Context: an optimization exercise on an open-source flow, tuned for small area. The choices shown serve that exercise and are no tape-out recipe. RTL that was checked went through simulation tests only; none was proved equivalent to the original. No activity file was given, so power comes from the tool's default toggle rates.

==> flow/design.v (excerpt) <==
module Hq2x #(parameter LENGTH = 16, parameter HALF_DEPTH = 1, parameter DWIDTH = HALF_DEPTH ? 11 : 23)
(
	input             clk,
	input             ce_in,
	input  [DWIDTH:0] inputpixel,
	input             mono,
	input             disable_hq2x,
	input             reset_frame,
	input             reset_line,
	input             ce_out,
	input       [1:0] read_y,
	input             hblank,
	output [DWIDTH:0] outpixel
);
make LEC_CHECK=0 CAP_MARGIN=20 CORE_MARGIN=2 CORE_UTILIZATION=65 CTS_BUF_LIST=sky130_fd_sc_hd__clkbuf_16 CTS_CLUSTER_DIAMETER=100 CTS_CLUSTER_SIZE=30 PLACE_DENSITY=0.75 SLEW_MARGIN=20 finish   # period 8.0 ns
run.sh (not shown) runs the stock make flow with config.mk's settings and CLKGATE_MAP_FILE= SYNTH_SCRIPT=/design/flow/synth_recipe.tcl, a recipe that flattens the netlist after the stock synthesis.
Then changed:
--- a/flow/design.v
+++ b/flow/design.v
@@ -338,37 +338,33 @@
 endfunction
 function [3:0] topn;
 	input [7:0] s;
 begin
 	topn = s[7:4] + ({1'b0, s[7:4]} + {1'b0, s[3:0]} >= 5'd16);
 end
 endfunction
 reg [11:0] Prev0, Prev1, Prev2, Curr0, Curr1, Curr2, Next0, Next1, Next2;
 reg [11:0] A, B, D, F, G, H;
-reg  [7:0] nextpatt;
+reg  [7:0] pattern, nextpatt;
 reg  [1:0] cyc;
 reg  curbuf;
 reg  prevbuf;
-wire [11:0] in1 = (~&offs) ? inputpixel : Next2;   
-wire [1:0] du = diff2((cyc == 1) ? Curr0 : (cyc == 3) ? Curr2 : Curr1, (cyc == 2) ? Prev2 : Prev1);
-wire [1:0] dv = diff2((cyc == 3) ? Curr2 : Curr1, (cyc == 1) ? in1 : (cyc == 2) ? Curr2 : Next1);
-reg pB, pH, pIf, pIr, pDBf, pDBr, pC, pFf, pFr;    
-reg rA, rG, rD, rIf, rIr;                           
-reg zflag;                                          
-wire pA = !zflag && rA;
-wire pG = !zflag && rG;
-wire pD = !zflag && rD;
-wire [7:0] newpatt = {pIf, pH, pG, pFf, pD, pC, pB, pA};
+wire diff0 = diff12(Curr1, (cyc == 0) ? Prev0 : (cyc == 1) ? Curr0 : (cyc == 2) ? Prev2 : Next1);
+wire diff1 = diff12(Curr1, (cyc == 0) ? Prev1 : (cyc == 1) ? Next0 : (cyc == 2) ? Curr2 : Next2);
+wire [7:0] new_pattern = {diff1, diff0, pattern[7:2]};
 wire [11:0] X = (cyc == 0) ? A : (cyc == 1) ? Prev1 : (cyc == 2) ? Next1 : G;
-wire [7:0] nextpatt_nx = (cyc == 3) ? newpatt :
+wire [7:0] nextpatt_nx = (cyc == 3) ?
+	{new_pattern[7:6], new_pattern[3], new_pattern[5], new_pattern[2], new_pattern[4], new_pattern[1:0]} :
 	{nextpatt[5], nextpatt[3], nextpatt[0], nextpatt[6], nextpatt[1], nextpatt[7], nextpatt[4], nextpatt[2]};
 reg [3:0] bl_rule;    
 reg x_bd, x_db, x_bf, x_fb, x_hd, x_dh, x_fh, x_hf;
+reg t_db, t_bd, t_dh, t_hd, t_fb, t_bf;
+wire [1:0] rd = diff2((cyc[1] ? Curr2 : Curr0), (cyc[0] ? Next1 : Prev1));
 wire is_diff = (bl_rule == 4'd15) ? x_hd : (bl_rule == 4'd14) ? x_bf : x_bd;
 reg  [2:0] btyp0;
 reg [11:0] bi20, bi30;
 always @(*) begin
 	case({!is_diff, bl_rule})
 		1,11,12,13,17: begin btyp0 = 3'd3; bi20 = X; bi30 = X; end
 		      2,14,18: begin btyp0 = 3'd3; bi20 = D; bi30 = D; end
 		      3,15,19: begin btyp0 = 3'd3; bi20 = B; bi30 = B; end
 		   4,20,24,27: begin btyp0 = 3'd1; bi20 = D; bi30 = B; end
@@ -468,33 +464,30 @@
 				if (curbuf_next) ibuf0[offs] <= inputpixel;
 				else             ibuf1[offs] <= inputpixel;
 			end
 			if(cyc==3) begin
 				offs <= offs + 1'd1;
 				waddr <= {offs, curbuf};
 				wrdata_finished[0] <= 1;
 			end
 		end
+		pattern <= new_pattern;
 		case (cyc)
-			0: begin pB <= du[1]; pH <= dv[1]; end
-			1: begin {pDBf, pDBr} <= du; {pIf, pIr} <= dv; end
-			2: begin pC <= du[1]; {pFf, pFr} <= dv; end
-			default: begin
-				rA <= du[1]; rG <= dv[1]; rD <= pFr; {rIf, rIr} <= {pIf, pIr};
-			end
+			0: {t_db, t_bd} <= rd;
+			1: {t_dh, t_hd} <= rd;
+			2: {t_fb, t_bf} <= rd;
+			default: ;
 		endcase
-		if (line_start) zflag <= 1'b1;
-		else if (cyc == 3) zflag <= 1'b0;
 		if(cyc==3) begin
-			nextpatt <= newpatt;
+			nextpatt <= {new_pattern[7:6], new_pattern[3], new_pattern[5], new_pattern[2], new_pattern[4], new_pattern[1:0]};
 			{A, G} <= {Prev0, Next0};
 			{B, F, H, D} <= {Prev1, Curr2, Next1, Curr0};
-			{x_db, x_bd, x_dh, x_hd, x_fb, x_bf, x_fh, x_hf} <= {pDBf, pDBr, !zflag && rIf, !zflag && rIr, du, dv};
+			{x_db, x_bd, x_dh, x_hd, x_fb, x_bf, x_fh, x_hf} <= {t_db, t_bd, t_dh, t_hd, t_fb, t_bf, rd};
 			{Prev0, Prev1} <= {Prev1, Prev2};
 			{Curr0, Curr1} <= {Curr1, Curr2};
 			{Next0, Next1} <= {Next1, Next2};
 		end else begin
 			nextpatt <= {nextpatt[5], nextpatt[3], nextpatt[0], nextpatt[6], nextpatt[1], nextpatt[7], nextpatt[4], nextpatt[2]};
 			{B, F, H, D} <= {F, H, D, B};
 			{x_bd, x_db, x_bf, x_fb, x_hd, x_dh, x_fh, x_hf} <= {x_fb, x_bf, x_fh, x_hf, x_db, x_bd, x_hd, x_dh};
 		end
 		cyc <= cyc + 1'b1;
=> Power increases by 5.2%. Core utilization shrinks by 0.14 points. Die area goes up by 1.4%. Synthesized area goes up by 1.5%. Count of clock-buffer cells in the layout rose by 1. Hold slack loses 0.0073 ns. Register-to-register slack gets better by 0.09 ns. Via count rises by 2.7%. Sequential cell count shrinks by 3. First-iteration DRC count climbs by 4.0%. Routed wire length is higher by 2.5%. Design area rises by 1.3%.
For the second run of this note, only the layout was checked, not whether the RTL still works.

## afterwards: timing with drivers on the ports
No port has a modelled driver above. Below, the same layouts with a new extraction and two added sets of constraints. Step 1 (the two cells are an assumption about what drives the block):
set clk [get_ports {clk}]
set_driving_cell -lib_cell sky130_fd_sc_hd__clkbuf_16 $clk
set_driving_cell -lib_cell sky130_fd_sc_hd__buf_2 [delete_from_list [all_inputs] $clk]
Step 2, shift: input delay + t, output delay - t, t = (earliest + latest rising clock arrival at the registers) / 2. This alone moves slack from input paths to output paths. a / b / c = ideal ports / drivers / drivers and shift; a / b = the first two.
run | t, ns | setup WS [ns] | worst setup path after step 2 | clock arrival spread, ns | worst register clock-pin slew, ns
the first run | 0.794 | 0.313 / 0.313 / 0.313 | register to register | 0.051 / 0.051 | 0.12 / 0.12
the second run | 0.805 | 0.401 / 0.401 / 0.401 | register to register | 0.058 / 0.057 | 0.12 / 0.12
After both steps every run listed still meets setup and hold.
